What follows belongs to an exercise in optimizing a design on an open flow for small area, a short achievable clock period and few clock cycles per item; a production flow would make more cautious choices.
In this exercise RTL edits were held to simulation tests only and were not proved equivalent to the original.
The clock port is modelled as an ideal driver; clocking choices that lean on that would not hold on a real chip.
Power is estimated from default activity; no workload was simulated.

`config.mk`:
```
export PLATFORM = sky130hd
export DESIGN_NAME = sobel_gx_gy
export DESIGN_NICKNAME = sobel_gx_gy
export VERILOG_FILES = /design/flow/design.v
export SDC_FILE = /design/flow/constraint.sdc
export NUM_CORES = 4
export LEC_CHECK = 0
export ABC_AREA = 1
export CAP_MARGIN = 20
export CORE_MARGIN = 2
export CORE_UTILIZATION = 65
export SLEW_MARGIN = 20
```
`constraint.sdc`:
```
create_clock -name core_clock -period 4.2 [get_ports {i_clk}]
set_input_delay 0.8400 -clock core_clock [delete_from_list [all_inputs] [get_ports {i_clk}]]
set_output_delay 0.8400 -clock core_clock [all_outputs]
set_load 0.01 [all_outputs]
```
`design.v`:
```
module sobel_gx_gy#(
    parameter p_data_bits = 8
) (
    input wire i_clk,
    input wire i_rst,
    output wire busy_out,
    input wire valid_in,
    input wire [9*p_data_bits-1:0] data_in,
    output reg valid_out,
    output reg [p_data_bits-1:0] data_out_gx,
    output reg [p_data_bits-1:0] data_out_gy
);
wire [7:0] a00 = data_in[71:64];
wire [7:0] a10 = data_in[63:56];
wire [7:0] a20 = data_in[55:48];
wire [7:0] a01 = data_in[47:40];
wire [7:0] a21 = data_in[31:24];
wire [7:0] a02 = data_in[23:16];
wire [7:0] a12 = data_in[15:8];
wire [7:0] a22 = data_in[7:0];
wire [7:0] n20 = ~a20;
wire [7:0] n21 = ~a21;
wire [7:0] n22 = ~a22;
wire [7:0] n02 = ~a02;
wire [7:0] n12 = ~a12;
assign busy_out = 1'b0;
wire tx0_0__s1 = a00[0] ^ a02[0] ^ n20[0];
wire tx0_0__c2 = (a00[0] & a02[0]) | (a00[0] & n20[0]) | (a02[0] & n20[0]);
wire tx0_1__s3 = a00[1] ^ a02[1] ^ a01[0];
wire tx0_1__c4 = (a00[1] & a02[1]) | (a00[1] & a01[0]) | (a02[1] & a01[0]);
wire tx0_1__s5 = n20[1] ^ n22[1] ^ n21[0];
wire tx0_1__c6 = (n20[1] & n22[1]) | (n20[1] & n21[0]) | (n22[1] & n21[0]);
wire tx0_2__s7 = a00[2] ^ a02[2] ^ a01[1];
wire tx0_2__c8 = (a00[2] & a02[2]) | (a00[2] & a01[1]) | (a02[2] & a01[1]);
wire tx0_2__s9 = n20[2] ^ n22[2] ^ n21[1];
wire tx0_2__c10 = (n20[2] & n22[2]) | (n20[2] & n21[1]) | (n22[2] & n21[1]);
wire tx0_3__s11 = a00[3] ^ a02[3] ^ a01[2];
wire tx0_3__c12 = (a00[3] & a02[3]) | (a00[3] & a01[2]) | (a02[3] & a01[2]);
wire tx0_3__s13 = n20[3] ^ n22[3] ^ n21[2];
wire tx0_3__c14 = (n20[3] & n22[3]) | (n20[3] & n21[2]) | (n22[3] & n21[2]);
wire tx0_4__s15 = a00[4] ^ a02[4] ^ a01[3];
wire tx0_4__c16 = (a00[4] & a02[4]) | (a00[4] & a01[3]) | (a02[4] & a01[3]);
wire tx0_4__s17 = n20[4] ^ n22[4] ^ n21[3];
wire tx0_4__c18 = (n20[4] & n22[4]) | (n20[4] & n21[3]) | (n22[4] & n21[3]);
wire tx0_5__s19 = a00[5] ^ a02[5] ^ a01[4];
wire tx0_5__c20 = (a00[5] & a02[5]) | (a00[5] & a01[4]) | (a02[5] & a01[4]);
wire tx0_5__s21 = n20[5] ^ n22[5] ^ n21[4];
wire tx0_5__c22 = (n20[5] & n22[5]) | (n20[5] & n21[4]) | (n22[5] & n21[4]);
wire tx0_6__s23 = a00[6] ^ a02[6] ^ a01[5];
wire tx0_6__c24 = (a00[6] & a02[6]) | (a00[6] & a01[5]) | (a02[6] & a01[5]);
wire tx0_6__s25 = n20[6] ^ n22[6] ^ n21[5];
wire tx0_6__c26 = (n20[6] & n22[6]) | (n20[6] & n21[5]) | (n22[6] & n21[5]);
wire tx0_7__s27 = a00[7] ^ a02[7] ^ a01[6];
wire tx0_7__c28 = (a00[7] & a02[7]) | (a00[7] & a01[6]) | (a02[7] & a01[6]);
wire tx0_7__s29 = n20[7] ^ n22[7] ^ n21[6];
wire tx0_7__c30 = (n20[7] & n22[7]) | (n20[7] & n21[6]) | (n22[7] & n21[6]);
wire tx1_1__s31 = tx0_0__c2 ^ tx0_1__s3 ^ tx0_1__s5;
wire tx1_1__c32 = (tx0_0__c2 & tx0_1__s3) | (tx0_0__c2 & tx0_1__s5) | (tx0_1__s3 & tx0_1__s5);
wire tx1_2__s33 = tx0_1__c4 ^ tx0_1__c6 ^ tx0_2__s7;
wire tx1_2__c34 = (tx0_1__c4 & tx0_1__c6) | (tx0_1__c4 & tx0_2__s7) | (tx0_1__c6 & tx0_2__s7);
wire tx1_3__s35 = tx0_2__c8 ^ tx0_2__c10 ^ tx0_3__s11;
wire tx1_3__c36 = (tx0_2__c8 & tx0_2__c10) | (tx0_2__c8 & tx0_3__s11) | (tx0_2__c10 & tx0_3__s11);
wire tx1_4__s37 = tx0_3__c12 ^ tx0_3__c14 ^ tx0_4__s15;
wire tx1_4__c38 = (tx0_3__c12 & tx0_3__c14) | (tx0_3__c12 & tx0_4__s15) | (tx0_3__c14 & tx0_4__s15);
wire tx1_5__s39 = tx0_4__c16 ^ tx0_4__c18 ^ tx0_5__s19;
wire tx1_5__c40 = (tx0_4__c16 & tx0_4__c18) | (tx0_4__c16 & tx0_5__s19) | (tx0_4__c18 & tx0_5__s19);
wire tx1_6__s41 = tx0_5__c20 ^ tx0_5__c22 ^ tx0_6__s23;
wire tx1_6__c42 = (tx0_5__c20 & tx0_5__c22) | (tx0_5__c20 & tx0_6__s23) | (tx0_5__c22 & tx0_6__s23);
wire tx1_7__s43 = tx0_6__c24 ^ tx0_6__c26 ^ tx0_7__s27;
wire tx1_7__c44 = (tx0_6__c24 & tx0_6__c26) | (tx0_6__c24 & tx0_7__s27) | (tx0_6__c26 & tx0_7__s27);
wire tx1_8__s45 = tx0_7__c28 ^ tx0_7__c30 ^ a01[7];
wire tx1_8__c46 = (tx0_7__c28 & tx0_7__c30) | (tx0_7__c28 & a01[7]) | (tx0_7__c30 & a01[7]);
wire c0_47 = n22[0] & tx0_0__s1;
wire ty0_0__c49 = (a00[0] & a20[0]) | (a00[0] & n02[0]) | (a20[0] & n02[0]);
wire ty0_1__s50 = a00[1] ^ a20[1] ^ a10[0];
wire ty0_1__c51 = (a00[1] & a20[1]) | (a00[1] & a10[0]) | (a20[1] & a10[0]);
wire ty0_1__s52 = n02[1] ^ n22[1] ^ n12[0];
wire ty0_1__c53 = (n02[1] & n22[1]) | (n02[1] & n12[0]) | (n22[1] & n12[0]);
wire ty0_2__s54 = a00[2] ^ a20[2] ^ a10[1];
wire ty0_2__c55 = (a00[2] & a20[2]) | (a00[2] & a10[1]) | (a20[2] & a10[1]);
wire ty0_2__s56 = n02[2] ^ n22[2] ^ n12[1];
wire ty0_2__c57 = (n02[2] & n22[2]) | (n02[2] & n12[1]) | (n22[2] & n12[1]);
wire ty0_3__s58 = a00[3] ^ a20[3] ^ a10[2];
wire ty0_3__c59 = (a00[3] & a20[3]) | (a00[3] & a10[2]) | (a20[3] & a10[2]);
wire ty0_3__s60 = n02[3] ^ n22[3] ^ n12[2];
wire ty0_3__c61 = (n02[3] & n22[3]) | (n02[3] & n12[2]) | (n22[3] & n12[2]);
wire ty0_4__s62 = a00[4] ^ a20[4] ^ a10[3];
wire ty0_4__c63 = (a00[4] & a20[4]) | (a00[4] & a10[3]) | (a20[4] & a10[3]);
wire ty0_4__s64 = n02[4] ^ n22[4] ^ n12[3];
wire ty0_4__c65 = (n02[4] & n22[4]) | (n02[4] & n12[3]) | (n22[4] & n12[3]);
wire ty0_5__s66 = a00[5] ^ a20[5] ^ a10[4];
wire ty0_5__c67 = (a00[5] & a20[5]) | (a00[5] & a10[4]) | (a20[5] & a10[4]);
wire ty0_5__s68 = n02[5] ^ n22[5] ^ n12[4];
wire ty0_5__c69 = (n02[5] & n22[5]) | (n02[5] & n12[4]) | (n22[5] & n12[4]);
wire ty0_6__s70 = a00[6] ^ a20[6] ^ a10[5];
wire ty0_6__c71 = (a00[6] & a20[6]) | (a00[6] & a10[5]) | (a20[6] & a10[5]);
wire ty0_6__s72 = n02[6] ^ n22[6] ^ n12[5];
wire ty0_6__c73 = (n02[6] & n22[6]) | (n02[6] & n12[5]) | (n22[6] & n12[5]);
wire ty0_7__s74 = a00[7] ^ a20[7] ^ a10[6];
wire ty0_7__c75 = (a00[7] & a20[7]) | (a00[7] & a10[6]) | (a20[7] & a10[6]);
wire ty0_7__s76 = n02[7] ^ n22[7] ^ n12[6];
wire ty0_7__c77 = (n02[7] & n22[7]) | (n02[7] & n12[6]) | (n22[7] & n12[6]);
wire ty1_1__s78 = ty0_0__c49 ^ ty0_1__s50 ^ ty0_1__s52;
wire ty1_1__c79 = (ty0_0__c49 & ty0_1__s50) | (ty0_0__c49 & ty0_1__s52) | (ty0_1__s50 & ty0_1__s52);
wire ty1_2__s80 = ty0_1__c51 ^ ty0_1__c53 ^ ty0_2__s54;
wire ty1_2__c81 = (ty0_1__c51 & ty0_1__c53) | (ty0_1__c51 & ty0_2__s54) | (ty0_1__c53 & ty0_2__s54);
wire ty1_3__s82 = ty0_2__c55 ^ ty0_2__c57 ^ ty0_3__s58;
wire ty1_3__c83 = (ty0_2__c55 & ty0_2__c57) | (ty0_2__c55 & ty0_3__s58) | (ty0_2__c57 & ty0_3__s58);
wire ty1_4__s84 = ty0_3__c59 ^ ty0_3__c61 ^ ty0_4__s62;
wire ty1_4__c85 = (ty0_3__c59 & ty0_3__c61) | (ty0_3__c59 & ty0_4__s62) | (ty0_3__c61 & ty0_4__s62);
wire ty1_5__s86 = ty0_4__c63 ^ ty0_4__c65 ^ ty0_5__s66;
wire ty1_5__c87 = (ty0_4__c63 & ty0_4__c65) | (ty0_4__c63 & ty0_5__s66) | (ty0_4__c65 & ty0_5__s66);
wire ty1_6__s88 = ty0_5__c67 ^ ty0_5__c69 ^ ty0_6__s70;
wire ty1_6__c89 = (ty0_5__c67 & ty0_5__c69) | (ty0_5__c67 & ty0_6__s70) | (ty0_5__c69 & ty0_6__s70);
wire ty1_7__s90 = ty0_6__c71 ^ ty0_6__c73 ^ ty0_7__s74;
wire ty1_7__c91 = (ty0_6__c71 & ty0_6__c73) | (ty0_6__c71 & ty0_7__s74) | (ty0_6__c73 & ty0_7__s74);
wire ty1_8__s92 = ty0_7__c75 ^ ty0_7__c77 ^ a10[7];
wire ty1_8__c93 = (ty0_7__c75 & ty0_7__c77) | (ty0_7__c75 & a10[7]) | (ty0_7__c77 & a10[7]);
reg valid_r;
reg rx_1_0;
reg rx_1_1;
reg rx_2_0;
reg rx_2_1;
reg rx_2_2;
reg rx_3_0;
reg rx_3_1;
reg rx_3_2;
reg rx_4_0;
reg rx_4_1;
reg rx_4_2;
reg rx_5_0;
reg rx_5_1;
reg rx_5_2;
reg rx_6_0;
reg rx_6_1;
reg rx_6_2;
reg rx_7_0;
reg rx_7_1;
reg rx_7_2;
reg rx_8_0;
reg rx_8_1;
reg rx_8_2;
reg rx_9_0;
reg ry_1_0;
reg ry_2_0;
reg ry_2_1;
reg ry_2_2;
reg ry_3_0;
reg ry_3_1;
reg ry_3_2;
reg ry_4_0;
reg ry_4_1;
reg ry_4_2;
reg ry_5_0;
reg ry_5_1;
reg ry_5_2;
reg ry_6_0;
reg ry_6_1;
reg ry_6_2;
reg ry_7_0;
reg ry_7_1;
reg ry_7_2;
reg ry_8_0;
reg ry_8_1;
reg ry_8_2;
reg ry_9_0;
always @(posedge i_clk) begin
    valid_r <= valid_in & ~i_rst;
    rx_1_0 <= tx1_1__s31;
    rx_1_1 <= c0_47;
    rx_2_0 <= tx1_1__c32;
    rx_2_1 <= tx1_2__s33;
    rx_2_2 <= tx0_2__s9;
    rx_3_0 <= tx1_2__c34;
    rx_3_1 <= tx1_3__s35;
    rx_3_2 <= tx0_3__s13;
    rx_4_0 <= tx1_3__c36;
    rx_4_1 <= tx1_4__s37;
    rx_4_2 <= tx0_4__s17;
    rx_5_0 <= tx1_4__c38;
    rx_5_1 <= tx1_5__s39;
    rx_5_2 <= tx0_5__s21;
    rx_6_0 <= tx1_5__c40;
    rx_6_1 <= tx1_6__s41;
    rx_6_2 <= tx0_6__s25;
    rx_7_0 <= tx1_6__c42;
    rx_7_1 <= tx1_7__s43;
    rx_7_2 <= tx0_7__s29;
    rx_8_0 <= tx1_7__c44;
    rx_8_1 <= tx1_8__s45;
    rx_8_2 <= n21[7];
    rx_9_0 <= tx1_8__c46;
    ry_1_0 <= ty1_1__s78;
    ry_2_0 <= ty1_1__c79;
    ry_2_1 <= ty1_2__s80;
    ry_2_2 <= ty0_2__s56;
    ry_3_0 <= ty1_2__c81;
    ry_3_1 <= ty1_3__s82;
    ry_3_2 <= ty0_3__s60;
    ry_4_0 <= ty1_3__c83;
    ry_4_1 <= ty1_4__s84;
    ry_4_2 <= ty0_4__s64;
    ry_5_0 <= ty1_4__c85;
    ry_5_1 <= ty1_5__s86;
    ry_5_2 <= ty0_5__s68;
    ry_6_0 <= ty1_5__c87;
    ry_6_1 <= ty1_6__s88;
    ry_6_2 <= ty0_6__s72;
    ry_7_0 <= ty1_6__c89;
    ry_7_1 <= ty1_7__s90;
    ry_7_2 <= ty0_7__s76;
    ry_8_0 <= ty1_7__c91;
    ry_8_1 <= ty1_8__s92;
    ry_8_2 <= n12[7];
    ry_9_0 <= ty1_8__c93;
end
wire [10:0] fx0 = {1'b0, rx_9_0, rx_8_0, rx_7_0, rx_6_0, rx_5_0, rx_4_0, rx_3_0, rx_2_0, rx_1_0, 1'b0};
wire [10:0] fx1 = {1'b0, 1'b0, rx_8_1, rx_7_1, rx_6_1, rx_5_1, rx_4_1, rx_3_1, rx_2_1, rx_1_1, 1'b0};
wire [10:0] fx2 = {1'b0, 1'b0, rx_8_2, rx_7_2, rx_6_2, rx_5_2, rx_4_2, rx_3_2, rx_2_2, 1'b0, 1'b0};
wire [10:0] sx = fx0 + fx1 + fx2;
wire [10:0] fy0 = {1'b0, ry_9_0, ry_8_0, ry_7_0, ry_6_0, ry_5_0, ry_4_0, ry_3_0, ry_2_0, ry_1_0, 1'b0};
wire [10:0] fy1 = {1'b0, 1'b0, ry_8_1, ry_7_1, ry_6_1, ry_5_1, ry_4_1, ry_3_1, ry_2_1, rx_1_1, 1'b0};
wire [10:0] fy2 = {1'b0, 1'b0, ry_8_2, ry_7_2, ry_6_2, ry_5_2, ry_4_2, ry_3_2, ry_2_2, 1'b0, 1'b0};
wire [10:0] sy = fy0 + fy1 + fy2;
always @(posedge i_clk) begin
    valid_out   <= valid_r & ~i_rst;
    data_out_gx <= sx[10:3];
    data_out_gy <= sy[10:3];
end
endmodule
```
`flow/run.sh`:
```
#!/bin/bash
# Standard ORFS layout with these changes:
#  - Yosys's synth runs with -noabc, so its generic ABC pass does not
#    restructure the written-out carry-save adders before extract_fa maps them
#    to full-adder cells (the registers and the final ABC mapping are as in
#    the standard synthesis);
#  - clock tree synthesis adds no dummy loads;
#  - the port buffers are plain buf_1 cells instead of the resizer's default
#    pick (a 10 um2 delay buffer);
#  - after clock tree synthesis, flow/skew.tcl puts a clock buffer in front of
#    the output registers (clkbuf_1, _2 or _4 by load), so their clock arrives
#    a little later.  This gives
#    the register-to-register paths that end there more time; the input paths
#    are untouched, and the output paths only lose slack;
#  - then flow/swap.tcl lets the resizer swap equivalent input pins (only that)
#    aiming at a period of about 1.6 ns.
set -euo pipefail
export BUFFER_PORTS_ARGS="-buffer_cell sky130_fd_sc_hd__buf_1"
export SYNTH_ARGS="-noabc"
# ORFS cts.tcl arguments, plus -dont_use_dummy_load (no dummy clock loads)
export CTS_ARGS="-sink_clustering_enable -repair_clock_nets -dont_use_dummy_load"
R=orfs/results/sky130hd/sobel_gx_gy/base
bash standard.sh cts > orfs_to_cts.log 2>&1
SKEW_SMALL=1 SKEW_IN=$R/4_cts.odb SKEW_OUT=$R/4_cts_skew.odb SKEW_CELL=sky130_fd_sc_hd__clkbuf_4 \
  openroad -no_init -exit flow/skew.tcl > skew.log 2>&1
SWAP_IN=$R/4_cts_skew.odb SWAP_SDC=$R/4_cts.sdc SWAP_OUT=$R/4_cts_swap.odb SWAP_MARGIN=2.6 \
  openroad -no_init -exit flow/swap.tcl > swap.log 2>&1
mv -f $R/4_cts_swap.odb $R/4_cts.odb
rm -f $R/4_cts_skew.odb
bash standard.sh finish > orfs_finish.log 2>&1
```
`flow/skew.tcl`:
```
# Delay the clock of the output registers (data_out_*, valid_out) by putting
# one clock buffer between each leaf clock net and the output registers on it.
# These registers end the pipeline's internal register-to-register paths; the
# later clock gives those paths more time and leaves the input paths alone.
set odb_in  $::env(SKEW_IN)
set odb_out $::env(SKEW_OUT)
set cell    $::env(SKEW_CELL)
read_db $odb_in
set db [ord::get_db]
set block [ord::get_db_block]
set master [$db findMaster $cell]
set groups [dict create]
foreach inst [$block getInsts] {
  set n [$inst getName]
  if {[string match {data_out_g*} $n] || [string match {valid_out*} $n]} {
    set it [$inst findITerm CLK]
    if {$it eq "NULL" || $it eq ""} { continue }
    set net [$it getNet]
    dict lappend groups [$net getName] $it
  }
}
set k 0
if {[info exists ::env(SKEW_SINGLE)]} {
  # one buffer for all output registers, fed from the leaf net that has most of them
  set best ""; set bn 0; set all {}
  dict for {netname iterms} $groups {
    set all [concat $all $iterms]
    if {[llength $iterms] > $bn} { set bn [llength $iterms]; set best $netname }
  }
  set groups [dict create $best $all]
}
dict for {netname iterms} $groups {
  set net [$block findNet $netname]
  set nn [odb::dbNet_create $block "skewnet_$k"]
  $nn setSigType CLOCK
  set cnt [llength $iterms]
  set m $master
  if {[info exists ::env(SKEW_SMALL)]} {
    # smaller buffers for the small groups
    if {$cnt <= 2} { set m [$db findMaster sky130_fd_sc_hd__clkbuf_1] } elseif {$cnt <= 5} { set m [$db findMaster sky130_fd_sc_hd__clkbuf_2] }
  }
  set buf [odb::dbInst_create $block $m "skewbuf_$k"]
  # place at the centroid of the sinks
  set sx 0; set sy 0
  foreach it $iterms {
    set inst [$it getInst]
    set bb [$inst getBBox]
    set sx [expr {$sx + [$bb xMin]}]; set sy [expr {$sy + [$bb yMin]}]
    $it disconnect
    $it connect $nn
  }
  set cnt [llength $iterms]
  $buf setLocation [expr {$sx / $cnt}] [expr {$sy / $cnt}]
  $buf setPlacementStatus PLACED
  [$buf findITerm A] connect $net
  [$buf findITerm X] connect $nn
  puts "skew: buffer skewbuf_$k on $netname drives $cnt output registers"
  incr k
}
detailed_placement
check_placement
write_db $odb_out
```
`flow/swap.tcl`:
```
# Pin swapping only: let the resizer move critical signals onto the faster
# of a cell's equivalent input pins (no cell is added, removed or resized).
read_liberty $::env(FLOW_HOME)/platforms/sky130hd/lib/sky130_fd_sc_hd__tt_025C_1v80.lib
read_db $::env(SWAP_IN)
read_sdc $::env(SWAP_SDC)
source $::env(FLOW_HOME)/platforms/sky130hd/setRC.tcl
set_propagated_clock [all_clocks]
estimate_parasitics -placement
report_worst_slack -max
repair_timing -setup -setup_margin $::env(SWAP_MARGIN) -sequence swap -skip_last_gasp
report_worst_slack -max
write_db $::env(SWAP_OUT)
```
`standard.sh`:
```
#!/bin/bash
# synth_recipe.tcl (not shown) runs the flow's synth.tcl, then flattens the netlist and writes it again
# the make line also repeats each setting of config.mk as NAME=value (left out here)
make -C /OpenROAD-flow-scripts/flow DESIGN_CONFIG=/design/flow/config.mk WORK_HOME=/design/flow/orfs CLKGATE_MAP_FILE= SYNTH_SCRIPT=/design/flow/synth_recipe.tcl "${@:-finish}"
```
==> out/summary.txt, run 1 <==
num ports = 93
dpl cell area = 3716 um2
status = no timing/DRC/antenna violations
final wirelength = 5462 um
Top Usage Layer GRT = met2
largest net degree at the start of global routing = 9
Die Y-Extent = 75.52 um
Setup CP Type = reg2reg
RD Place Congestion = 0.8102
Crit path top cell by count = nand2_1
layout cell share with drive strength beyond 1 = 0.04826
average routed wire per standard cell = 12.33 um
CTS Hold Bufs = 0
clock transition at the registers of the reported paths = 0.11 ns
Synth warnings = 1
P_leak = 1.816 nW
RSZ-0062 raised after global routing = no
critical-path cell list = fa_1 > nand3_1 > inv_1 > fa_1 > nand3_1 > nand2_1 > nand2_1 > nand2_1 > nand2_1 > nand2_1
Fin Hold WS = 0.2366 ns
startpoint class of the critical path = flip-flop
Site Rows = 26
drt first pass iters = 4
Post-Syn Instances = 277
DIE WIDTH = 75.52 um
number of synthesized register bits = 65
later-pin clock latency in the skew report = 0.47 ns
number of max-cap violations = 0
Top Registers = data_out_gx x8, data_out_gy x8
grt ovf = 0
Critical Path AT = 2.16 ns
fin crit share = 0.4377
max incr delay on CP = 0.46 ns
postcts setup bufs = 0
Avg Cell Area, Syn = 12.00 um2
Required @ worst endpoint = 4.53 ns
final instance area = 3862 um2
TritonCTS Buffers = 9
Post-Route Skew = 0.1542 ns
nets@finish = 526
Slew Viols, Final = 0
vias post-DR = 2073
number of library cell types mapped by synthesis = 17
CP Buf/Inv Count = 1
GRT Util Overall = 0.2168
Fmax achieved = 544.0 MHz
syn nets = 428
critical path endpoint category = flip-flop
final setup fails = 0
TNS Setup = 0 ns
mean number of vias per cell = 4.679
Power Density = 608.1 nW/um2
VDD IR-drop max = 0.3994 mV
port bufs = 83
antenna violations before repair = 0
CTS max path bufs = 2
Initial Utilization = 0.6636
CTS tree = built
antenna-violating nets left = 0
Seq/Total Area, Yosys = 0.3914
clk sink count = 65
First DRT Iteration DRCs = 71
Layout Utilization = 0.7710
delay-heaviest family, CP = adder cells
min cycle time layout = 1.838 ns
Crit Path Max Fanout = 2
GR met1 Demand/Resource = 0.2587
number of global-route vias before repair = 2087
routing usage on met3 = 0.06349
Post-Syn Area = 3324 um2
Worst path slowest cell = fa_1
Resized Gates After CTS = 0
CORE AREA = 5010 um2
Post-DP HPWL = 4634 um
met2 usage in global routing = 0.3623
CTS Root Cell = clkbuf_8
HP Class = reg2reg
Final Hold Fails = 0
Syn-to-layout area delta = 16.18%
Die Area = 5703 um2
antenna cell count = 0
first-pass GRT wire length = 8680 um
H-tree levels = 3
DRC errors left = 0
area by class of cell:
type / instances / area [um2]
well taps: 70 / 87.58
inverters: 55 / 206.4
flip-flops and latches: 65 / 1301
clock buffers: 9 / 123.9
plain buffers: 5 / 22.52
fillers: 341 / 1147
multi-input cells: 156 / 1809
repair buffers: 83 / 311.5
cells in the final DEF, fill, tap and decap left out:
cell      count
dfxtp_1      65
nand4_1       1
buf_1        83
conb_1        1
clkbuf_2      3
ha_1         14
inv_1        55
nor2_1        5
nand2_2       2
clkbuf_8      9
nand2_1      39
nand3b_1      1
clkbuf_1      2
nand3_1      11
fa_1         62
a21o_1        2
xor2_1        6
o21ai_2       2
a21oi_2       2
a21oi_1       8
cell families (layout without fill, tap and decap cells):
kind of cell	after synthesis	in the layout	share of synthesized area
buf+inv	56	152	0.06436
other cells	1	1	0.001128
flops	65	65	0.3914
compound gates	14	14	0.02710
simple gates	59	59	0.07414
xor+xnor	6	6	0.01581
fa+ha+maj	76	76	0.4260
tightest hold or removal path, delay by kind of cell, from the launching register on:
family                 cells  cell delay, ns
buffers and inverters      1            0.04
DFF                        1            0.29
and+or+nand+nor            1            0.03
synth_stat cells, drive strengths merged:
cell type	instances	area share
dfxtp	65	0.39
nor2	5	0.0056
nand3	11	0.017
conb	1	0.0011
o21ai	2	0.0053
ha	14	0.053
nand2	41	0.048
a21o	2	0.0045
fa	62	0.37
nand3b	1	0.0023
inv	55	0.062
buf	1	0.0023
xor2	6	0.016
nand4	1	0.0019
a21oi	10	0.017
power breakdown:
part           leakage [nW]  switching [W]  internal (W)  total [W]
clock network        0.0795       0.000215      0.000216   0.000431
registers             0.548      0.0000656      0.000808   0.000874
logic                  1.19       0.000614      0.000429    0.00104
total                  1.82       0.000895       0.00145    0.00235
per-stage QoR:
step	setup slack, ns	total power (W)	instances
2_1_floorplan	2.261	0.001662	277
3_3_place_gp	2.083	0.001894	429
3_5_place_dp	2.065	0.001934	429
4_1_cts	2.236	0.002322	438
5_1_grt	2.249	0.002586	443
6_report	2.362	0.002349	443
final timing paths:
path	slack, ns	cells after the start	end	from
max	2.36	10	data_out_gy[7]	ry_2_0
min	0.24	2	valid_out	valid_r
max reg2reg	2.36	10	data_out_gy[7]	ry_2_0
min reg2reg	0.24	2	valid_out	valid_r
routing by layer:
layer | up-vias | part of all wire
li1 | 1012 | -
met1 | 973 | 0.41
met2 | 79 | 0.49
met3 | 9 | 0.087
met4 | 0 | 0.019
met5 | - | 0
Testbench counts, summed over its fixed seeds: cycles 3,216, items 3,200.
==> run 2, diff against run 1 <==
--- a/config.mk
+++ b/config.mk
@@ -8,5 +8,5 @@
 export ABC_AREA = 1
 export CAP_MARGIN = 20
 export CORE_MARGIN = 2
-export CORE_UTILIZATION = 65
+export CORE_UTILIZATION = 55
 export SLEW_MARGIN = 20
==> run 2 against run 1 <==
Largest power group unchanged; sequential cell count did not move; utilization fell by 11 points; non-clock buffer count did not move; maximum frequency rose by 1.1%; still clean; clock-buffer cell count did not move; clock power fell by 0.9%.
==> out/summary.txt, run 2 <==
First DRT Iteration DRCs = 49 (-31%)
Syn-to-layout area delta = 16.45%
clk sink count = 65 (unchanged)
number of synthesized register bits = 65 (unchanged)
number of max-cap violations = 0 (unchanged)
antenna violations before repair = 0 (unchanged)
first-pass GRT wire length = 9045 um (+4.2%)
HP Class = reg2reg
CTS Root Cell = clkbuf_8
Top Registers = data_out_gx x8, data_out_gy x8
Avg Cell Area, Syn = 12.00 um2 (unchanged)
grt ovf = 0 (unchanged)
CTS max path bufs = 2 (unchanged)
layout cell share with drive strength beyond 1 = 0.04826 (unchanged)
Post-DP HPWL = 4713 um (+1.7%)
Fmax achieved = 550.0 MHz (+1.1%)
num ports = 93 (unchanged)
min cycle time layout = 1.818 ns (-0.02033 ns)
Filler cells = 501 (+47%)
DRC errors left = 0 (unchanged)
syn nets = 428 (unchanged)
Die Y-Extent = 81.75 um (+8.3%)
nets@finish = 526 (unchanged)
clock transition at the registers of the reported paths = 0.07 ns (-0.04 ns)
max incr delay on CP = 0.46 ns (about the same)
CORE AREA = 5886 um2 (+17%)
status = no timing/DRC/antenna violations
antenna cell count = 0 (unchanged)
Setup CP Type = reg2reg
count leader, synth = dfxtp_1
P_leak = 1.816 nW (about the same)
CTS Hold Bufs = 0 (unchanged)
fin crit share = 0.4329 (-0.004840)
synth cell count leaders = dfxtp_1, fa_1, inv_1
drt first pass iters = 4 (unchanged)
Required @ worst endpoint = 4.54 ns (about the same)
Fin Hold WS = 0.2482 ns (+0.01153 ns)
Layout Utilization = 0.6577 (-0.1132)
delay-heaviest family, CP = adder cells
VDD IR-drop max = 0.3260 mV (-18%)
mean number of vias per cell = 4.520 (-3.4%)
Initial Utilization = 0.5648 (-0.09875)
TritonCTS Buffers = 9 (unchanged)
Slew Viols, Final = 0 (unchanged)
largest area contributor in the netlist = dfxtp_1
TNS Setup = 0 ns (unchanged)
average routed wire per standard cell = 12.04 um (-2.4%)
Resized Gates After CTS = 0 (unchanged)
Site Rows = 28 (+7.7%)
postcts setup bufs = 0 (unchanged)
vias post-DR = 2025 (-2.3%)
Crit Path Max Fanout = 2 (unchanged)
Post-Syn Area = 3324 um2 (unchanged)
DIE WIDTH = 81.75 um (+8.3%)
Seq/Total Area, Yosys = 0.3914 (unchanged)
number of global-route vias before repair = 2168 (+3.9%)
Post-Route Skew = 0.1588 ns (+0.004553 ns)
Final Hold Fails = 0 (unchanged)
final setup fails = 0 (unchanged)
top_reg_cell synth = dfxtp_1
most common cell after layout, fill and taps aside = buf_1
fraction of registers with async set/reset = 0 (unchanged)
largest net degree at the start of global routing = 10 (+1)
Synth warnings = 1 (unchanged)
most frequent cells in the layout = buf_1, dfxtp_1, fa_1, inv_1, nand2_1
final total power = 0.002324 W (-1.0%)
CTS tree = built
critical path endpoint category = flip-flop
Synth top area share = 0.3914 (unchanged)
port bufs = 83 (unchanged)
Critical Path AT = 2.16 ns (about the same)
synth top area cells = dfxtp_1, fa_1, inv_1
final instance area = 3871 um2 (+0.23%)
H-tree levels = 3 (unchanged)
Post-Syn Instances = 277 (unchanged)
RD Place Congestion = 0.7833 (-3.3%)
final wirelength = 5392 um (-1.3%)
antenna-violating nets left = 0 (unchanged)
GRT Util Overall = 0.1905 (-0.02636)
startpoint class of the critical path = flip-flop
Die Area = 6682 um2 (+17%)
number of library cell types mapped by synthesis = 17 (unchanged)
Power Density = 600.4 nW/um2 (-1.3%)
RSZ-0062 raised after global routing = no
later-pin clock latency in the skew report = 0.47 ns (about the same)
Crit path top cell by count = nand2_1
dpl cell area = 3722 um2 (+0.17%)
Worst path slowest cell = fa_1
critical-path cell list = fa_1 > nand3_1 > inv_1 > fa_1 > nand3_1 > nand2_1 > nand2_1 > nand2_1 > nand2_1 > nand2_1
CP Buf/Inv Count = 1 (unchanged)
Post-synth EDFFs = 0 (unchanged)
## run 2: final cells by class
cell class	count	area (um2)	area share
buffer	5	25.02	0.006464
clock buffer	9	123.9	0.03200
inverter	55	206.4	0.05333
multi-input combinational	156	1809	0.4674
sequential	65	1301	0.3361
tap	75	93.84	0.02424
timing repair buffer	83	311.5	0.08048
## run 2: worst register-to-register path, delay by kind of cell, from the launching register on
family                     cells  cell delay, ns
and+or+nand+nor                7            0.61
adders and majority gates      2            0.87
DFF                            1            0.31
buffers and inverters          1            0.07
## run 2: per-layer routing
layer  share of wire  vias up  global-route usage  routed length (um)
li1                -     1012                   -                   -
met5               0        -                   0                   0
met1            0.39      924              0.2095                2079
met4           0.019        0             0.08500                 105
met2            0.48       78              0.3187                2584
met3            0.12       11             0.08352                 622
## run 2: logic make-up (layout without fill, tap and decap cells)
kind of cell | after synthesis | after routing | share of synthesized area
other cells | 1 | 1 | 0.001128
fa+ha+maj | 76 | 76 | 0.4260
flops | 65 | 65 | 0.3914
buf+inv | 56 | 152 | 0.06436
simple gates | 59 | 59 | 0.07414
compound gates | 14 | 14 | 0.02710
xor+xnor | 6 | 6 | 0.01581
## run 2: path summary, 6_finish.rpt
| path | startpoint | end | slack, ns | cells past startpoint |
|---|---|---|---|---|
| worst max-delay path | ry_2_0 | data_out_gy[7] | 2.38 | 10 |
| worst min-delay path | valid_r | valid_out | 0.25 | 2 |
| worst min register to register | valid_r | valid_out | 0.25 | 2 |
| worst max register to register | ry_2_0 | data_out_gy[7] | 2.38 | 10 |
## run 2: per-stage QoR
stage	instances	setup slack, ns
after global routing	448	2.202
after detailed placement	434	2.033
after global placement	434	2.062
final	448	2.382
after floorplan	277	2.261
after CTS	443	2.238
## run 2: report_power, final
part           internal (W)  switching, W
Clock              0.000220      0.000207
Combinational      0.000428      0.000597
Sequential         0.000809     0.0000632
==> run 3, diff against run 2 <==
--- a/flow/run.sh
+++ b/flow/run.sh
@@ -8,12 +8,12 @@
 #  - the port buffers are plain buf_1 cells instead of the resizer's default
 #    pick (a 10 um2 delay buffer);
 #  - after clock tree synthesis, flow/skew.tcl puts a clock buffer in front of
-#    the output registers (clkbuf_1, _2 or _4 by load), so their clock arrives
-#    a little later.  This gives
+#    the output registers, so their clock arrives a little later.  This gives
 #    the register-to-register paths that end there more time; the input paths
 #    are untouched, and the output paths only lose slack;
 #  - then flow/swap.tcl lets the resizer swap equivalent input pins (only that)
 #    aiming at a period of about 1.6 ns.
+# Each tool's output goes to a log file of its own in this folder.
 set -euo pipefail
 export BUFFER_PORTS_ARGS="-buffer_cell sky130_fd_sc_hd__buf_1"
 export SYNTH_ARGS="-noabc"
@@ -21,7 +21,7 @@
 export CTS_ARGS="-sink_clustering_enable -repair_clock_nets -dont_use_dummy_load"
 R=orfs/results/sky130hd/sobel_gx_gy/base
 bash standard.sh cts > orfs_to_cts.log 2>&1
-SKEW_SMALL=1 SKEW_IN=$R/4_cts.odb SKEW_OUT=$R/4_cts_skew.odb SKEW_CELL=sky130_fd_sc_hd__clkbuf_4 \
+SKEW_IN=$R/4_cts.odb SKEW_OUT=$R/4_cts_skew.odb SKEW_CELL=sky130_fd_sc_hd__clkbuf_4 \
   openroad -no_init -exit flow/skew.tcl > skew.log 2>&1
 SWAP_IN=$R/4_cts_skew.odb SWAP_SDC=$R/4_cts.sdc SWAP_OUT=$R/4_cts_swap.odb SWAP_MARGIN=2.6 \
   openroad -no_init -exit flow/swap.tcl > swap.log 2>&1
==> flow/skew.tcl (replaced) <==
# Delay the clock of the output registers (data_out_*, valid_out) by putting
# one clock buffer between each leaf clock net and the output registers on it
# (clkbuf_2, or SKEW_CELL for more than five registers).  These registers end
# the pipeline's internal register-to-register paths; the later clock gives
# those paths more time and leaves the input paths alone.
set odb_in  $::env(SKEW_IN)
set odb_out $::env(SKEW_OUT)
read_db $odb_in
set db [ord::get_db]
set block [ord::get_db_block]
set big   [$db findMaster $::env(SKEW_CELL)]
set small [$db findMaster sky130_fd_sc_hd__clkbuf_2]
set groups [dict create]
foreach inst [$block getInsts] {
  set n [$inst getName]
  if {[string match {data_out_g*} $n] || [string match {valid_out*} $n]} {
    set it [$inst findITerm CLK]
    if {$it eq "NULL" || $it eq ""} { continue }
    set net [$it getNet]
    dict lappend groups [$net getName] $it
  }
}
set k 0
dict for {netname iterms} $groups {
  set net [$block findNet $netname]
  set nn [odb::dbNet_create $block "skewnet_$k"]
  $nn setSigType CLOCK
  set cnt [llength $iterms]
  set m [expr {$cnt <= 5 ? $small : $big}]
  set buf [odb::dbInst_create $block $m "skewbuf_$k"]
  # place at the centroid of the sinks
  set sx 0; set sy 0
  foreach it $iterms {
    set bb [[$it getInst] getBBox]
    set sx [expr {$sx + [$bb xMin]}]; set sy [expr {$sy + [$bb yMin]}]
    $it disconnect
    $it connect $nn
  }
  $buf setLocation [expr {$sx / $cnt}] [expr {$sy / $cnt}]
  $buf setPlacementStatus PLACED
  [$buf findITerm A] connect $net
  [$buf findITerm X] connect $nn
  puts "skew: [$m getName] skewbuf_$k on $netname drives $cnt output registers"
  incr k
}
detailed_placement
check_placement
write_db $odb_out
--- a/config.mk
+++ b/config.mk
@@ -8,5 +8,5 @@
 export ABC_AREA = 1
 export CAP_MARGIN = 20
 export CORE_MARGIN = 2
-export CORE_UTILIZATION = 55
+export CORE_UTILIZATION = 65
 export SLEW_MARGIN = 20
==> run 3 against run 2 <==
Still clean on timing, DRC and antenna; cell area shrank 0.16%; synthesized cell count stayed put; worst hold slack got worse by 0.012 ns; critical path depth did not move.
==> out/summary.txt, run 3 <==
final wirelength = 5470 um (+1.4%)
min cycle time layout = 1.845 ns (+0.02646 ns)
Post-Route Skew = 0.1542 ns (-0.004557 ns)
Hold Path Depth = 2 (unchanged)
Post-synth EDFFs = 0 (unchanged)
status = no timing/DRC/antenna violations
antenna cell count = 0 (unchanged)
syn nets = 428 (unchanged)
Site Rows = 26 (-7.1%)
fraction of registers with async set/reset = 0 (unchanged)
number of library cell types mapped by synthesis = 17 (unchanged)
port bufs = 83 (unchanged)
Die Y-Extent = 75.52 um (-7.6%)
reg2reg end = data_out_gy[7]
Synth warnings = 1 (unchanged)
synth cell count leaders = dfxtp_1, fa_1, inv_1
RD Place Congestion = 0.8102 (+3.4%)
H-tree levels = 3 (unchanged)
mean number of vias per cell = 4.686 (+3.7%)
final instance area = 3865 um2 (-0.16%)
number of max-cap violations = 0 (unchanged)
Post-Synth XOR/XNOR Area = 0.01581 (unchanged)
CTS max path bufs = 2 (unchanged)
dpl cell area = 3716 um2 (-0.17%)
most common cell after layout, fill and taps aside = buf_1
later-pin clock latency in the skew report = 0.47 ns (about the same)
CORE AREA = 5010 um2 (-15%)
most frequent cells in the layout = buf_1, dfxtp_1, fa_1, inv_1, nand2_1
largest family of logic cells by synthesized area = adder cells
Avg Cell Area, Syn = 12.00 um2 (unchanged)
DRC errors left = 0 (unchanged)
startpoint class of the critical path = flip-flop
Post-Syn Area = 3324 um2 (unchanged)
VDD IR-drop max = 0.3994 mV (+23%)
Seq/Total Area, Yosys = 0.3914 (unchanged)
Post-DP HPWL = 4634 um (-1.7%)
top_reg_cell synth = dfxtp_1
Compound-Gate Fraction of Synth Area = 0.02710 (unchanged)
flop-to-flop setup slack = 2.36 ns (-0.03 ns)
mux share of post-synthesis cell area = 0 (unchanged)
CTS Root Cell = clkbuf_8
grt ovf = 0 (unchanged)
Critical Path AT = 2.16 ns (about the same)
clock transition at the registers of the reported paths = 0.11 ns (+0.04 ns)
antenna-violating nets left = 0 (unchanged)
Die Area = 5703 um2 (-15%)
num ports = 93 (unchanged)
vias post-DR = 2076 (+2.5%)
RSZ-0062 raised after global routing = no
number of synthesized register bits = 65 (unchanged)
Final Hold Fails = 0 (unchanged)
largest net degree at the start of global routing = 9 (-1)
Required @ worst endpoint = 4.52 ns (-0.02 ns)
Post-Synth Adder-Cell Area = 0.4260 (unchanged)
CTS Hold Bufs = 0 (unchanged)
Slew Viols, Final = 0 (unchanged)
antenna violations before repair = 0 (unchanged)
Final Instance Count excl. Fillers = 443 (-1.1%)
clk sink count = 65 (unchanged)
Initial Utilization = 0.6636 (+0.09875)
start point of the worst hold path = valid_r
layout cell share with drive strength beyond 1 = 0.05362 (+0.005362)
average routed wire per standard cell = 12.35 um (+2.6%)
reg2reg path depth = 10 (unchanged)
count leader, synth = dfxtp_1
number of global-route vias before repair = 2083 (-3.9%)
drt first pass iters = 4 (unchanged)
critical path endpoint category = flip-flop
CTS tree = built
Synth top area share = 0.3914 (unchanged)
largest area contributor in the netlist = dfxtp_1
nets@finish = 526 (unchanged)
First DRT Iteration DRCs = 77 (+57%)
worst r2r src = ry_2_0
Layout Utilization = 0.7715 (+0.1137)
Fmax achieved = 542.1 MHz (-1.4%)
GRT Util Overall = 0.2174 (+0.02693)
Syn-to-layout area delta = 16.26%
synth top area cells = dfxtp_1, fa_1, inv_1
Setup CP Type = reg2reg
Crit Path Max Fanout = 2 (unchanged)
Top Registers = data_out_gx x8, data_out_gy x8
dpl cells = 429 (-1.2%)
Post-Syn Instances = 277 (unchanged)
DIE WIDTH = 75.52 um (-7.6%)
sink of the worst hold path = valid_out
first-pass GRT wire length = 8707 um (-3.7%)
TNS Setup = 0 ns (unchanged)
fin crit share = 0.4392 (+0.006300)
postcts setup bufs = 0 (unchanged)
final setup fails = 0 (unchanged)
Post-Synth Simple-Gate Area = 0.07414 (unchanged)
HP Class = reg2reg
P_leak = 1.822 nW (+0.31%)
Fin Hold WS = 0.2366 ns (-0.01153 ns)
Resized Gates After CTS = 0 (unchanged)
Power Density = 608.8 nW/um2 (+1.4%)
TritonCTS Buffers = 9 (unchanged)
==> run 3: how the worst max path moves through the flow <==
stage / from / to / slack, ns / cells after the start
final: ry_2_0 / data_out_gy[7] / 2.36 / 10
after global routing: ry_2_0 / data_out_gy[5] / 2.22 / 10
after CTS: rx_2_0 / data_out_gx[5] / 2.24 / 10
after detailed placement: data_in[1] / rx_1_0 / 2.06 / 4
after global placement: data_in[17] / ry_1_0 / 2.08 / 4
after floorplan: data_in[1] / rx_1_0 / 2.26 / 3
==> run 3: report_power, final <==
| part | internal (W) | total [W] | switching, W |
|---|---|---|---|
| sequential | 0.000809 | 0.000874 | 0.0000655 |
| combinational | 0.000429 | 0.00104 | 0.000614 |
| clock | 0.000221 | 0.000436 | 0.000215 |
==> run 3: critical path, stage by stage, from the launching register on <==
cell and delay (ns):
dfxtp_1 0.32, fa_1 0.46, nand3_1 0.14, inv_1 0.07, fa_1 0.40, nand3_1 0.09
nand2_1 0.10, nand2_1 0.09, nand2_1 0.07, nand2_1 0.07, nand2_1 0.04
==> run 3: layout make-up <==
| type | count | area, um2 |
|---|---|---|
| buffer | 5 | 25.02 |
| tap | 70 | 87.58 |
| multi-input combinational | 156 | 1809 |
| timing repair buffer | 83 | 311.5 |
| fill | 342 | 1145 |
| sequential | 65 | 1301 |
| inverter | 55 | 206.4 |
| clock buffer | 9 | 123.9 |
==> run 3: logic make-up after synthesis <==
| family | Yosys count |
|---|---|
| flip-flops | 65 |
| AO/OA/AOI/OAI | 14 |
| AND/OR/NAND/NOR | 59 |
| other | 1 |
| buffers and inverters | 56 |
| XOR/XNOR | 6 |
| adder cells (fa/ha/maj) | 76 |
==> run 3: per-layer routing <==
metal / routed length, um / up-vias / track usage / share of wire
li1: - / 1012 / - / -
met1: 2237 / 974 / 0.2605 / 0.41
met2: 2647 / 81 / 0.3623 / 0.48
met3: 481 / 9 / 0.06349 / 0.088
met4: 104 / 0 / 0.1053 / 0.019
met5: 0 / - / 0 / 0
==> run 3: through the flow <==
step / power (W) / worst slack, ns
2_1_floorplan: 0.001662 / 2.261
3_3_place_gp: 0.001894 / 2.083
3_5_place_dp: 0.001934 / 2.065
4_1_cts: 0.002322 / 2.236
5_1_grt: 0.002594 / 2.224
6_report: 0.002353 / 2.355
==> run 4, diff against run 3 <==
--- a/config.mk
+++ b/config.mk
@@ -8,5 +8,5 @@
 export ABC_AREA = 1
 export CAP_MARGIN = 20
 export CORE_MARGIN = 2
-export CORE_UTILIZATION = 65
+export CORE_UTILIZATION = 55
 export SLEW_MARGIN = 20
==> run 4 against run 3 <==
Largest cell class unchanged; critical endpoint is now data_out_gx[5]; power fell by 1.0%; critical path type unchanged; global-route usage is 2.7 points lower; utilization is 11 points lower; highest routed layer unchanged; critical path depth did not move; sequential cell count unchanged; cell area grew 0.23%; non-clock buffer count stayed put; setup slack better by 0.029 ns; still clean on timing, DRC and antenna; sequential power is essentially flat; routed wire length fell by 1.6%; worst hold slack improved by 0.012 ns; clock skew is 0.0046 ns higher.
==> out/summary.txt, run 4 <==
antenna violations before repair = 0 (unchanged)
largest area contributor in the netlist = dfxtp_1
Post-Syn Area = 3324 um2 (unchanged)
dpl cells = 434 (+1.2%)
nets@finish = 526 (unchanged)
clock transition at the registers of the reported paths = 0.07 ns (-0.04 ns)
later-pin clock latency in the skew report = 0.47 ns (about the same)
Post-DP HPWL = 4713 um (+1.7%)
critical path endpoint category = flip-flop
Critical Path AT = 2.15 ns (about the same)
Post-Syn Instances = 277 (unchanged)
footprint of the multi-input gates = 1809 um2 (unchanged)
fraction of registers with async set/reset = 0 (unchanged)
fin crit share = 0.4322 (-0.006926)
Filler cells = 499 (+46%)
Top Registers = data_out_gx x8, data_out_gy x8
Initial Utilization = 0.5648 (-0.09875)
status = no timing/DRC/antenna violations
most common cell after layout, fill and taps aside = buf_1
grt ovf = 0 (unchanged)
CTS Hold Bufs = 0 (unchanged)
largest net degree at the start of global routing = 10 (+1)
number of synthesized register bits = 65 (unchanged)
Required @ worst endpoint = 4.53 ns (about the same)
Final Hold Fails = 0 (unchanged)
final wirelength = 5383 um (-1.6%)
min cycle time layout = 1.815 ns (-0.02909 ns)
DIE WIDTH = 81.75 um (+8.3%)
num ports = 93 (unchanged)
VDD IR-drop max = 0.3260 mV (-18%)
Reg power frac = 0.375 (+0.003)
Post-Route Skew = 0.1588 ns (+0.004556 ns)
Layout Utilization = 0.6582 (-0.1133)
vias post-DR = 2026 (-2.4%)
HP Class = reg2reg
synth top area cells = dfxtp_1, fa_1, inv_1
number of library cell types mapped by synthesis = 17 (unchanged)
CORE AREA = 5886 um2 (+17%)
layout cell share with drive strength beyond 1 = 0.05362 (unchanged)
mean number of vias per cell = 4.522 (-3.5%)
sw power = 0.0008675 W (-3.0%)
First DRT Iteration DRCs = 49 (-36%)
average routed wire per standard cell = 12.02 um (-2.7%)
DRC errors left = 0 (unchanged)
Seq/Total Area, Yosys = 0.3914 (unchanged)
number of global-route vias before repair = 2170 (+4.2%)
CTS tree = built
RD Place Congestion = 0.7833 (-3.3%)
antenna-violating nets left = 0 (unchanged)
Setup CP Type = reg2reg
first-pass GRT wire length = 9039 um (+3.8%)
Power Density = 601.3 nW/um2 (-1.2%)
H-tree levels = 3 (unchanged)
Site Rows = 28 (+7.7%)
P_leak = 1.822 nW (about the same)
CTS max path bufs = 2 (unchanged)
RSZ-0062 raised after global routing = no
clk sink count = 65 (unchanged)
Fin Hold WS = 0.2482 ns (+0.01153 ns)
Resized Gates After CTS = 0 (unchanged)
final instance area = 3874 um2 (+0.23%)
Internal = 0.001462 W (+0.21%)
Final Instance Count excl. Fillers = 448 (+1.1%)
most frequent cells in the layout = buf_1, dfxtp_1, fa_1, inv_1, nand2_1
dpl cell area = 3722 um2 (+0.17%)
antenna cell count = 0 (unchanged)
syn nets = 428 (unchanged)
drt first pass iters = 4 (unchanged)
top_reg_cell synth = dfxtp_1
CTS Root Cell = clkbuf_8
Fmax achieved = 550.8 MHz (+1.6%)
Synth warnings = 1 (unchanged)
Avg Cell Area, Syn = 12.00 um2 (unchanged)
Post-synth EDFFs = 0 (unchanged)
TritonCTS Buffers = 9 (unchanged)
final setup fails = 0 (unchanged)
Synth top area share = 0.3914 (unchanged)
Clock power frac = 0.186 (about the same)
number of max-cap violations = 0 (unchanged)
Syn-to-layout area delta = 16.52%
Sw Share = 0.3724 (-0.007612)
Die Y-Extent = 81.75 um (+8.3%)
TNS Setup = 0 ns (unchanged)
startpoint class of the critical path = flip-flop
register area = 1301 um2 (unchanged)
GRT Util Overall = 0.1905 (-0.02693)
postcts setup bufs = 0 (unchanged)
synth cell count leaders = dfxtp_1, fa_1, inv_1
Crit Path Max Fanout = 3 (+1)
count leader, synth = dfxtp_1
Die Area = 6682 um2 (+17%)
Slew Viols, Final = 0 (unchanged)
port bufs = 83 (unchanged)
Comb power frac = 0.440 (-0.003)
==> run 4: cell counts after synthesis <==
No cell type changed its count.
==> run 4: power by group through the flow <==
stage / Clock (W) / Combinational [W] / Sequential [W]
6_report: 0.000432 / 0.00102 / 0.000872
2_1_floorplan: 0 / 0.000736 / 0.000926
3_3_place_gp: 0 / 0.00102 / 0.000885
3_5_place_dp: 0 / 0.00104 / 0.000889
4_1_cts: 0.000398 / 0.00105 / 0.000876
5_1_grt: 0.000478 / 0.00122 / 0.000895
==> run 4: path summary, 6_finish.rpt <==
check	from	end	depth (start not counted)	slack [ns]
worst max-delay path	rx_2_0	data_out_gx[5]	10	2.38
worst min-delay path	valid_r	valid_out	2	0.25
worst max register to register	rx_2_0	data_out_gx[5]	10	2.38
worst min register to register	valid_r	valid_out	2	0.25
==> run 4: kinds of logic (layout without fill, tap and decap cells) <==
logic type,after synthesis,in the layout,share of synthesized area
fa+ha+maj,76,76,0.4260
flops,65,65,0.3914
simple gates,59,59,0.07414
buf+inv,56,152,0.06436
compound gates,14,14,0.02710
xor+xnor,6,6,0.01581
other cells,1,1,0.001128
==> run 4: through the flow <==
stage,total power [W],worst slack [ns]
global route,0.002590,2.188
detailed placement,0.001929,2.033
finish,0.002329,2.385
floorplan,0.001662,2.261
CTS,0.002323,2.238
global placement,0.001905,2.062
==> run 4: worst max-delay path, stage by stage (launching register included) <==
cell and delay [ns]:
dfxtp_1 0.31, fa_1 0.47, nand3_1 0.13, inv_1 0.07
fa_1 0.40, nand3_1 0.10, nand2_1 0.10, nand2_1 0.10
nand2_1 0.05, nand2_1 0.06, nand2_1 0.04
==> run 4: final cells by class <==
class,instances,area share
plain buffers,5,0.007106
clock buffers,9,0.03198
inverters,55,0.05329
multi-input cells,156,0.4671
flip-flops and latches,65,0.3359
well taps,75,0.02422
repair buffers,83,0.08043
==> run 4: metal layers <==
layer,vias up,wire length (um),share of wire,global-route usage
met5,-,0,0,0
met4,0,105,0.020,0.08500
met3,11,620,0.12,0.08352
met2,78,2585,0.48,0.3187
met1,925,2071,0.38,0.2095
li1,1012,-,-,-
==> run 5, diff against run 4 <==
--- a/flow/run.sh
+++ b/flow/run.sh
@@ -8,7 +8,8 @@
 #  - the port buffers are plain buf_1 cells instead of the resizer's default
 #    pick (a 10 um2 delay buffer);
 #  - after clock tree synthesis, flow/skew.tcl puts a clock buffer in front of
-#    the output registers, so their clock arrives a little later.  This gives
+#    the output registers (grouped by position, at most nine a buffer), so
+#    their clock arrives a little later.  This gives
 #    the register-to-register paths that end there more time; the input paths
 #    are untouched, and the output paths only lose slack;
 #  - then flow/swap.tcl lets the resizer swap equivalent input pins (only that)
@@ -21,7 +22,7 @@
 export CTS_ARGS="-sink_clustering_enable -repair_clock_nets -dont_use_dummy_load"
 R=orfs/results/sky130hd/sobel_gx_gy/base
 bash standard.sh cts > orfs_to_cts.log 2>&1
-SKEW_IN=$R/4_cts.odb SKEW_OUT=$R/4_cts_skew.odb SKEW_CELL=sky130_fd_sc_hd__clkbuf_4 \
+SKEW_GROUP=9 SKEW_IN=$R/4_cts.odb SKEW_OUT=$R/4_cts_skew.odb SKEW_CELL=sky130_fd_sc_hd__clkbuf_4 \
   openroad -no_init -exit flow/skew.tcl > skew.log 2>&1
 SWAP_IN=$R/4_cts_skew.odb SWAP_SDC=$R/4_cts.sdc SWAP_OUT=$R/4_cts_swap.odb SWAP_MARGIN=2.6 \
   openroad -no_init -exit flow/swap.tcl > swap.log 2>&1
==> flow/skew.tcl (replaced) <==
# Delay the clock of the output registers (data_out_*, valid_out): the
# registers are split by position into groups of at most SKEW_GROUP, and each
# group gets one SKEW_CELL clock buffer, fed from the leaf clock net that
# most of the group was on.  These registers end the pipeline's internal
# register-to-register paths; the later clock gives those paths more time and
# leaves the input paths alone.
set odb_in  $::env(SKEW_IN)
set odb_out $::env(SKEW_OUT)
set gmax    $::env(SKEW_GROUP)
read_db $odb_in
set db [ord::get_db]
set block [ord::get_db_block]
set master [$db findMaster $::env(SKEW_CELL)]
set its {}
foreach inst [$block getInsts] {
  set n [$inst getName]
  if {[string match {data_out_g*} $n] || [string match {valid_out*} $n]} {
    set it [$inst findITerm CLK]
    if {$it eq "NULL" || $it eq ""} { continue }
    lappend its $it
  }
}
proc pos {it} {
  set bb [[$it getInst] getBBox]
  return [list [expr {([$bb xMin] + [$bb xMax]) / 2.0}] [expr {([$bb yMin] + [$bb yMax]) / 2.0}]]
}
# k-means on the register positions, k = ceil(n / gmax), seeded along x
set n [llength $its]
set k [expr {($n + $gmax - 1) / $gmax}]
set sorted [lsort -real -index 1 [lmap it $its {list $it {*}[pos $it]}]]
set cent {}
for {set i 0} {$i < $k} {incr i} {
  set e [lindex $sorted [expr {int(($i + 0.5) * $n / $k)}]]
  lappend cent [list [lindex $e 1] [lindex $e 2]]
}
for {set iter 0} {$iter < 20} {incr iter} {
  # balanced assignment: nearest centre that still has room
  set cnt [lrepeat $k 0]
  set asg [dict create]
  set pairs {}
  foreach e $sorted {
    for {set c 0} {$c < $k} {incr c} {
      set d [expr {hypot([lindex $e 1] - [lindex $cent $c 0], [lindex $e 2] - [lindex $cent $c 1])}]
      lappend pairs [list $d [lindex $e 0] $c]
    }
  }
  foreach p [lsort -real -index 0 $pairs] {
    lassign $p d it c
    if {[dict exists $asg $it]} { continue }
    if {[lindex $cnt $c] >= $gmax} { continue }
    dict set asg $it $c
    lset cnt $c [expr {[lindex $cnt $c] + 1}]
  }
  set new {}
  for {set c 0} {$c < $k} {incr c} {
    set sx 0.0; set sy 0.0; set m 0
    dict for {it cc} $asg { if {$cc == $c} { lassign [pos $it] x y; set sx [expr {$sx + $x}]; set sy [expr {$sy + $y}]; incr m } }
    if {$m > 0} { lappend new [list [expr {$sx / $m}] [expr {$sy / $m}]] } else { lappend new [lindex $cent $c] }
  }
  set cent $new
}
for {set c 0} {$c < $k} {incr c} {
  set members {}
  set nets [dict create]
  dict for {it cc} $asg { if {$cc == $c} { lappend members $it; dict incr nets [[$it getNet] getName] } }
  if {[llength $members] == 0} { continue }
  set src ""; set best 0
  dict for {nm v} $nets { if {$v > $best} { set best $v; set src $nm } }
  set net [$block findNet $src]
  set nn [odb::dbNet_create $block "skewnet_$c"]
  $nn setSigType CLOCK
  set buf [odb::dbInst_create $block $master "skewbuf_$c"]
  foreach it $members { $it disconnect; $it connect $nn }
  lassign [lindex $cent $c] cx cy
  $buf setLocation [expr {int($cx)}] [expr {int($cy)}]
  $buf setPlacementStatus PLACED
  [$buf findITerm A] connect $net
  [$buf findITerm X] connect $nn
  puts "skew: skewbuf_$c ([$master getName]) on $src drives [llength $members] output registers"
}
detailed_placement
check_placement
write_db $odb_out
==> run 5 against run 4 <==
First-iteration DRC count fell by 4.1%; global-route usage rose by 0.19 points; via count fell by 0.35%; cell area fell by 0.32%; cell count fell by 0.67%; clock skew rose by 0.022 ns; non-clock buffer count fell by 3; combinational power barely moved; routed wire length rose by 0.84%; register-to-register slack improved by 0.04 ns; critical path type is now reg2out; critical endpoint is now data_out_gx[6].
==> out/summary.txt, run 5 <==
DRC errors left = 0 (unchanged)
Resized Gates After CTS = 0 (unchanged)
antenna-violating nets left = 0 (unchanged)
Top Registers = data_out_gx x8, data_out_gy x8
count leader, synth = dfxtp_1
most frequent cells in the layout = buf_1, dfxtp_1, fa_1, inv_1, nand2_1
top_reg_cell synth = dfxtp_1
syn nets = 428 (unchanged)
Syn-to-layout area delta = 16.15%
Fin Hold WS = 0.2199 ns (-0.02828 ns)
clk sink count = 65 (unchanged)
dpl cell area = 3722 um2 (unchanged)
antenna violations before repair = 0 (unchanged)
Final Hold Fails = 0 (unchanged)
Critical Path AT = 0.98 ns (-1.17 ns)
number of synthesized register bits = 65 (unchanged)
TNS Setup = 0 ns (unchanged)
Fmax achieved = 549.6 MHz (-0.22%)
num ports = 93 (unchanged)
dpl cells = 434 (unchanged)
First DRT Iteration DRCs = 47 (-4.1%)
fraction of registers with async set/reset = 0 (unchanged)
flop-to-flop setup slack = 2.42 ns (+0.04 ns)
Initial Utilization = 0.5648 (unchanged)
average routed wire per standard cell = 12.20 um (+1.5%)
DIE WIDTH = 81.75 um (unchanged)
layout cell share with drive strength beyond 1 = 0.04595 (-0.007673)
P_leak = 1.810 nW (-0.66%)
Post-Syn Area = 3324 um2 (unchanged)
final wirelength = 5428 um (+0.84%)
Avg Cell Area, Syn = 12.00 um2 (unchanged)
HP Class = reg2reg
critical path endpoint category = output port
vias post-DR = 2019 (-0.35%)
VDD IR-drop max = 0.3257 mV (about the same)
CTS tree = built
RD Place Congestion = 0.7833 (unchanged)
grt ovf = 0 (unchanged)
Site Rows = 28 (unchanged)
later-pin clock latency in the skew report = 0.49 ns (+0.02 ns)
TritonCTS Buffers = 9 (unchanged)
Slew Viols, Final = 0 (unchanged)
Synth warnings = 1 (unchanged)
Die Y-Extent = 81.75 um (unchanged)
antenna cell count = 0 (unchanged)
Setup CP Type = reg2out
Synth top area share = 0.3914 (unchanged)
startpoint class of the critical path = flip-flop
Post-synth EDFFs = 0 (unchanged)
Crit Path Max Fanout = 1 (-2)
RSZ-0062 raised after global routing = no
delay-heaviest family, CP = flip-flops
Post-Syn Instances = 277 (unchanged)
port bufs = 83 (unchanged)
CTS Root Cell = clkbuf_8
most common cell after layout, fill and taps aside = buf_1
Required @ worst endpoint = 3.36 ns (-1.17 ns)
Post-DP HPWL = 4713 um (unchanged)
fin crit share = 0.4332 (+0.0009571)
postcts setup bufs = 0 (unchanged)
critical-path cell list = buf_1
final instance area = 3861 um2 (-0.32%)
Post-Route Skew = 0.1807 ns (+0.02193 ns)
Die Area = 6682 um2 (unchanged)
largest net degree at the start of global routing = 10 (unchanged)
nets@finish = 523 (-0.57%)
first-pass GRT wire length = 9149 um (+1.2%)
Power Density = 599.5 nW/um2 (-0.31%)
min cycle time layout = 1.819 ns (+0.004020 ns)
Worst path slowest cell = dfxtp_1
status = no timing/DRC/antenna violations
CTS Hold Bufs = 0 (unchanged)
number of library cell types mapped by synthesis = 17 (unchanged)
CTS max path bufs = 2 (unchanged)
GRT Util Overall = 0.1924 (+0.001900)
CORE AREA = 5886 um2 (unchanged)
Seq/Total Area, Yosys = 0.3914 (unchanged)
drt first pass iters = 4 (unchanged)
Final Instance Count excl. Fillers = 445 (-0.67%)
number of max-cap violations = 0 (unchanged)
clock transition at the registers of the reported paths = 0.10 ns (+0.03 ns)
synth cell count leaders = dfxtp_1, fa_1, inv_1
mean number of vias per cell = 4.537 (+0.33%)
number of global-route vias before repair = 2159 (-0.51%)
largest area contributor in the netlist = dfxtp_1
H-tree levels = 3 (unchanged)
max incr delay on CP = 0.34 ns (-0.13 ns)
CP Buf/Inv Count = 1 (unchanged)
final setup fails = 0 (unchanged)
synth top area cells = dfxtp_1, fa_1, inv_1
run 5: cell counts after synthesis:
No cell type changed its count.
run 5: tightest hold or removal path, stage by stage, from the launching register on:
cell     delay, ns
dfxtp_1       0.29
inv_1         0.04
nor2_1        0.03
run 5: cell families after synthesis:
kind of cell | Yosys count | synth area share
AOI/OAI and AO/OA | 14 | 0.02710
xor gates and xnor gates | 6 | 0.01581
adders and majority gates | 76 | 0.4260
buffers and inverters | 56 | 0.06436
DFF | 65 | 0.3914
other | 1 | 0.001128
and+or+nand+nor | 59 | 0.07414
run 5: through the flow:
stage	total power (W)	util	worst slack, ns
after floorplan	0.001662	-	2.261
after global placement	0.001905	0.6324	2.062
after detailed placement	0.001929	0.6324	2.033
after CTS	0.002323	0.6535	2.238
after global routing	0.002576	0.6560	2.249
final	0.002315	0.6560	2.381
run 5: final cells by class:
| type | instances | area, um2 |
|---|---|---|
| Multi-Input combinational cell | 156 | 1809 |
| Inverter | 55 | 206.4 |
| Clock buffer | 9 | 123.9 |
| Tap cell | 75 | 93.84 |
| Buffer | 2 | 15.01 |
| Fill cell | 502 | 2024 |
| Sequential cell | 65 | 1301 |
| Timing Repair Buffer | 83 | 311.5 |
run 5: routing by layer:
layer / vias up / global-route usage / share of wire
li1: 1007 / - / -
met1: 925 / 0.2169 / 0.39
met2: 76 / 0.3171 / 0.48
met3: 11 / 0.08352 / 0.11
met4: 0 / 0.08500 / 0.020
met5: - / 0 / 0
run 5: path summary, 6_finish.rpt:
kind	from	end	depth (start not counted)
worst max-delay path	data_out_gx[6]	data_out_gx[6]	1
worst min-delay path	valid_r	valid_out	2
worst max register to register	ry_2_0	data_out_gy[7]	10
worst min register to register	valid_r	valid_out	2
run 5: report_power, final:
part	switching [W]	internal, W
clock network	0.000206	0.000211
registers	0.0000632	0.000809
logic	0.000598	0.000428
total	0.000867	0.00145
==> run 6, diff against run 5 <==
--- a/config.mk
+++ b/config.mk
@@ -9,4 +9,5 @@
 export CAP_MARGIN = 20
 export CORE_MARGIN = 2
 export CORE_UTILIZATION = 55
+export PLACE_DENSITY = 0.9
 export SLEW_MARGIN = 20
==> run 6 against run 5 <==
Die area is the same; synthesized cell count is the same; still clean; clock skew shrank 0.00060 ns; critical endpoint is now data_out_gy[7].
==> out/summary.txt, run 6 <==
Top Usage Layer GRT = met2
antenna violations before repair = 0 (unchanged)
met2 usage in global routing = 0.3780 (+0.06098)
Reg power frac = 0.373 (-0.004)
Top Registers = data_out_gx x8, data_out_gy x8
reg2reg path depth = 10 (unchanged)
HP Class = reg2reg
Clock power frac = 0.179 (about the same)
largest area contributor in the netlist = dfxtp_1
port bufs = 83 (unchanged)
final total power = 0.002349 W (+1.5%)
GRT Util Overall = 0.2082 (+0.01580)
Worst path slowest cell = fa_1
max incr delay on CP = 0.46 ns (+0.12 ns)
Avg Cell Area, Syn = 12.00 um2 (unchanged)
DIE WIDTH = 81.75 um (unchanged)
clk sink count = 65 (unchanged)
Post-DP HPWL = 5158 um (+9.4%)
Power Density = 608.5 nW/um2 (+1.5%)
nets@finish = 523 (unchanged)
Filler cells = 459 (-8.6%)
Post-Route Skew = 0.1801 ns (-0.0006000 ns)
Syn-to-layout area delta = 16.15% (unchanged)
Post-Syn Area = 3324 um2 (unchanged)
Initial Utilization = 0.5648 (unchanged)
GR met1 Demand/Resource = 0.2305 (+0.01361)
P_leak = 1.810 nW (about the same)
Crit Path Max Fanout = 2 (+1)
Critical Path AT = 2.20 ns (+1.22 ns)
mean number of vias per cell = 4.715 (+3.9%)
Required @ worst endpoint = 4.58 ns (+1.22 ns)
Internal = 0.001452 W (+0.33%)
min cycle time layout = 1.826 ns (+0.006370 ns)
worst r2r src = ry_2_0
Post-synth EDFFs = 0 (unchanged)
CORE AREA = 5886 um2 (unchanged)
Sw Share = 0.3818 (+0.007229)
Fmax achieved = 547.7 MHz (-0.35%)
final wirelength = 5977 um (+10%)
critical path endpoint category = flip-flop
num ports = 93 (unchanged)
status = no timing/DRC/antenna violations
number of global-route vias before repair = 2319 (+7.4%)
TritonCTS Buffers = 9 (unchanged)
register area = 1301 um2 (unchanged)
Final Hold Fails = 0 (unchanged)
routing usage on met3 = 0.08022 (-0.003297)
CTS Root Cell = clkbuf_8
TNS Setup = 0 ns (unchanged)
[run 6: worst max-delay path: cells and delay by family (launching register included)]
family	cells	cell delay (ns)
buf+inv	1	0.07
flops	1	0.32
simple gates	7	0.63
fa+ha+maj	2	0.86
[run 6: stage by stage]
| stage | util | worst slack [ns] | instances | instance area [um2] | hold WS (ns) |
|---|---|---|---|---|---|
| floorplan | - | 2.261 | 277 | 3324 | 0.3883 |
| global placement | 0.6324 | 2.085 | 434 | 3722 | 0.3959 |
| detailed placement | 0.6324 | 2.061 | 434 | 3722 | 0.4041 |
| CTS | 0.6535 | 2.212 | 443 | 3846 | 0.4147 |
| global route | 0.6560 | 2.258 | 445 | 3861 | 0.2362 |
| finish | 0.6560 | 2.374 | 445 | 3861 | 0.2294 |
[run 6: layout make-up]
| type | count | area share |
|---|---|---|
| Timing Repair Buffer | 83 | 0.08069 |
| Sequential cell | 65 | 0.3370 |
| Tap cell | 75 | 0.02430 |
| Clock buffer | 9 | 0.03208 |
| Buffer | 2 | 0.003889 |
| Multi-Input combinational cell | 156 | 0.4686 |
| Inverter | 55 | 0.05347 |
[run 6: worst min-delay path by stage]
stage | cells after the start | start | endpoint | slack, ns
after floorplan | 2 | valid_r | valid_out | 0.39
after global placement | 2 | valid_r | valid_out | 0.40
after detailed placement | 2 | valid_r | valid_out | 0.40
after CTS | 2 | valid_r | valid_out | 0.41
after global routing | 2 | valid_r | valid_out | 0.24
final | 2 | valid_r | valid_out | 0.23
[run 6: power by group through the flow]
| stage | sequential [W] | combinational [W] | clock (W) |
|---|---|---|---|
| 2_1_floorplan | 0.000926 | 0.000736 | 0 |
| 3_5_place_dp | 0.000894 | 0.00106 | 0 |
| 3_3_place_gp | 0.000888 | 0.000996 | 0 |
| 4_1_cts | 0.000881 | 0.00107 | 0.000399 |
| 6_report | 0.000876 | 0.00105 | 0.000421 |
| 5_1_grt | 0.000896 | 0.00124 | 0.000462 |
[run 6: routing by layer]
layer,vias to the layer above,wire (um)
met2,92,3097
met4,0,53
met5,-,0
li1,1009,-
met1,992,2231
met3,5,595
[run 6: logic make-up (layout without fill, tap and decap cells)]
logic type	Yosys count	in the layout	synth area share
and+or+nand+nor	59	59	0.07414
xor gates and xnor gates	6	6	0.01581
AOI/OAI and AO/OA	14	14	0.02710
adders and majority gates	76	76	0.4260
DFF	65	65	0.3914
buffers and inverters	56	149	0.06436
other	1	1	0.001128

Setup slack of run 6, layout unchanged: 2.374 ns with ideal ports, 2.374 ns with driving cells assumed (clock clkbuf_16, inputs buf_2), 2.010 ns with port delays also shifted by the 0.418 ns mid clock arrival.
